What follows belongs to an exercise in optimizing a design on an open flow for a short achievable clock period and few clock cycles; a production flow would make more cautious choices. The RTL was checked by simulation tests, not by an equivalence proof against the original design. Power and IR drop assume default switching activity.

Design catv_riscv, start of the top module:
module catv_riscv #(
  parameter logic [31:0] BOOT_ADDR = 32'h0000_2000
) (
  input logic         clk_i,
  input logic         rst_ni,
  output logic [31:0] insn_addr_o,
  output logic        insn_valid_o,
  input logic         insn_ready_i,
  input logic [31:0]  insn_data_i,
  input logic         insn_rvalid_i,
  output logic [31:0] data_addr_o,
  output logic        data_wen_o,
  output logic [31:0] data_wdata_o,
  input logic         data_rvalid_i,
  input logic [31:0]  data_rdata_i,
  output logic [3:0]  data_strb_o,
  output logic        data_valid_o,
  input logic         data_ready_i,
  input logic [19:0]  hartid_i
);
Size in the first run: roughly 10,000 cells after synthesis, roughly 2,500 flip-flops, about 190 I/O pins, about 120,000 um2 of cells after synthesis.
Settings: LEC_CHECK=0, ABC_CLOCK_PERIOD_IN_PS=2500, CAP_MARGIN=35, CELL_PAD_IN_SITES_DETAIL_PLACEMENT=1, CORE_MARGIN=2, CORE_UTILIZATION=35, PLACE_DENSITY=0.5, SETUP_SLACK_MARGIN=5, SLEW_MARGIN=35; clock period 12.5 ns.
standard.sh (not shown) runs the stock make flow with config.mk's settings and CLKGATE_MAP_FILE= SYNTH_SCRIPT=/design/flow/synth_recipe.tcl, a recipe that flattens the netlist after the stock synthesis.
==> flow/flow/run.sh <==
#!/bin/bash
set -euo pipefail
MARGIN=${MARGIN:-8.5}
sed -e "s/SETUP_SLACK_MARGIN=[0-9.]*/SETUP_SLACK_MARGIN=${MARGIN}/" standard.sh > standard_margin.sh
grep -q "SETUP_SLACK_MARGIN=${MARGIN}" standard_margin.sh
bash standard_margin.sh > make.log 2>&1
Testbench counts at the start, summed over its fixed seeds: cycles 112,634.
Edit:
--- a/flow/design.v
+++ b/flow/design.v
@@ -130,41 +130,63 @@
   logic [4:0]  e_pa_q, e_pb_q, e_ps_q;
   logic [31:0] ea, eb, esd, wb2_val_q;
   function automatic logic [31:0] fwd(input logic [4:0] p, input logic [31:0] r,
                                       input logic [31:0] m, input logic [31:0] w,
                                       input logic [31:0] wb, input logic [31:0] wb2);
     fwd = ({32{p[0]}} & r) | ({32{p[1]}} & m) | ({32{p[2]}} & w) |
           ({32{p[3]}} & wb) | ({32{p[4]}} & wb2);
   endfunction
   assign ea  = fwd(e_pa_q, e_a_q,     m_res_q, w_res_q, wb_val_q, wb2_val_q);
   assign eb  = fwd(e_pb_q, e_b_q,     m_res_q, w_res_q, wb_val_q, wb2_val_q);
   assign esd = fwd(e_ps_q, e_sdata_q, m_res_q, w_res_q, wb_val_q, wb2_val_q);
+  function automatic logic [32:0] add32(input logic [31:0] x, input logic [31:0] y,
+                                        input logic cin);
+    logic [31:0] g, p, gg, pp, g2, p2;
+    g    = x & y;
+    p    = x ^ y;
+    gg   = g;
+    gg[0] = g[0] | (p[0] & cin);
+    pp   = p;
+    for (int d = 1; d < 32; d = d * 2) begin
+      g2 = gg;
+      p2 = pp;
+      for (int i = d; i < 32; i++) begin
+        g2[i] = gg[i] | (pp[i] & gg[i-d]);
+        p2[i] = pp[i] & pp[i-d];
+      end
+      gg = g2;
+      pp = p2;
+    end
+    add32 = {gg[31], p ^ {gg[30:0], cin}};
+  endfunction
   logic [31:0] sum, sll_r, srl_r, alu_res, e_res;
   logic [32:0] srl_x;
+  logic [32:0] diff;
   logic        eq, lt, ltu, taken;
-  assign sum   = ea + (eb ^ {32{e_sub_q}}) + {31'b0, e_sub_q};
+  assign sum   = add32(ea, eb ^ {32{e_sub_q}}, e_sub_q);
+  assign diff  = add32(ea, ~eb, 1'b1);  
   assign sll_r = ea << eb[4:0];
   assign srl_x = $signed({e_sra_q & ea[31], ea}) >>> eb[4:0];
   assign srl_r = srl_x[31:0];
   assign eq    = ea == eb;
-  assign lt    = $signed(ea) < $signed(eb);
-  assign ltu   = ea < eb;
+  assign ltu   = ~diff[32];
+  assign lt    = (ea[31] ^ eb[31]) ? ea[31] : diff[31];
   assign alu_res = ({32{e_fn_add_q}}  & sum)
                  | ({32{e_fn_sll_q}}  & sll_r)
                  | ({32{e_fn_slt_q}}  & {31'b0, lt})
                  | ({32{e_fn_sltu_q}} & {31'b0, ltu})
                  | ({32{e_fn_xor_q}}  & (ea ^ eb))
                  | ({32{e_fn_srl_q}}  & srl_r)
                  | ({32{e_fn_or_q}}   & (ea | eb))
                  | ({32{e_fn_and_q}}  & (ea & eb));
-  assign e_res = alu_res | ({32{e_link_sel_q}} & e_link_q);  
+  assign e_res = e_link_sel_q ? e_link_q : alu_res;
   always_comb begin
     unique case (e_f3_q)
       3'b000:  taken = eq;
       3'b001:  taken = ~eq;
       3'b100:  taken = lt;
       3'b101:  taken = ~lt;
       3'b110:  taken = ltu;
       default: taken = ~ltu;
     endcase
   end
   logic e_mispred, e_redir;
@@ -222,23 +244,23 @@
     d_pb = p2;
     d_ps = p2;
     if (is_opimm | is_load | is_jalr) d_b = i_imm;
     if (is_store)                     d_b = s_imm;
     if (is_lui | is_auipc)            d_b = u_imm;
     if (!(is_op | is_br))             d_pb = 5'b00001;
     if (!is_store)                    d_ps = 5'b00001;
   end
   logic fn_add, fn_sll, fn_slt, fn_sltu, fn_xor, fn_srl, fn_or, fn_and, d_sub, d_sra;
   logic alu_f3;
   assign alu_f3  = is_opimm | is_op;
-  assign fn_add  = (~alu_f3 & ~is_jal & ~is_jalr) | (alu_f3 & f3 == 3'b000);
+  assign fn_add  = ~alu_f3 | f3 == 3'b000;
   assign fn_sll  = alu_f3 & f3 == 3'b001;
   assign fn_slt  = alu_f3 & f3 == 3'b010;
   assign fn_sltu = alu_f3 & f3 == 3'b011;
   assign fn_xor  = alu_f3 & f3 == 3'b100;
   assign fn_srl  = alu_f3 & f3 == 3'b101;
   assign fn_or   = alu_f3 & f3 == 3'b110;
   assign fn_and  = alu_f3 & f3 == 3'b111;
   assign d_sub   = is_op & f3 == 3'b000 & ir[30];
   assign d_sra   = ir[30];
   logic [31:0] ain, apc;
   logic        a_jal, a_br, a_static, a_redir;
@@ -512,23 +534,23 @@
       e_sra_q      <= d_sra;
       e_link_sel_q <= is_jal | is_jalr;
       e_fn_add_q   <= fn_add;
       e_fn_sll_q   <= fn_sll;
       e_fn_slt_q   <= fn_slt;
       e_fn_sltu_q  <= fn_sltu;
       e_fn_xor_q   <= fn_xor;
       e_fn_srl_q   <= fn_srl;
       e_fn_or_q    <= fn_or;
       e_fn_and_q   <= fn_and;
       m_res_q   <= e_res;
-      m_addr_q  <= sum;
+      if (e_valid_q & (e_load_q | e_store_q)) m_addr_q <= sum;
       m_sdata_q <= esd;
       m_wen_q   <= e_store_q;
       m_f3_q    <= e_f3_q;
       m_strb_q  <= e_f3_q[1] ? 4'b1111 : (e_f3_q[0] ? 4'b0011 : 4'b0001);
     end
     if (!w_stall) begin
       w_res_q <= m_res_q;
       w_f3_q  <= m_f3_q;
     end
     wb_val_q  <= w_val;
     wb2_val_q <= wb_val_q;
What happened: The changed run finished with timing, DRC and antenna clean; flip-flop and latch count stays the same; wire length went up by 2.1%; clock-buffer cell count came out higher by 18; total power rose by 1.2%; design area grows by 1.1%; combinational power stays flat; via count grows by 0.55%; die area is higher by 0.30%; register-to-register slack got worse by 1.0 ns.
Testbench counts after the change, summed over its fixed seeds: cycles 112,634.

## re-timing with driven ports
The results above use ideal ports. As a check the final layouts listed here were re-extracted and re-timed, cells and wires unchanged.
Step 1 sets driving cells, clkbuf_16 on the clock port and buf_2 on the other inputs (assumed; they add their load-dependent delay and slew).
Step 2 moves the port delays by t, midway between the first and last clock arrival at a register: inputs arrive t later, outputs are due t later. That takes back most of the time a late clock gives input paths.
Slacks: no drivers / after step 1 / after step 2; pairs: no drivers / after step 1.
run | t, ns | slack for setup (ns) | clock arrival spread, ns
the first run | 1.079 | 7.597 / 7.587 / 6.508 | 0.109 / 0.108
the second run | 1.063 | 6.595 / 6.595 / 6.098 | 0.065 / 0.065
After both steps every run listed still meets setup and hold. The setup slack of the first run, which loses most, moves by -0.010 ns with the drivers and by -1.089 ns with both steps.
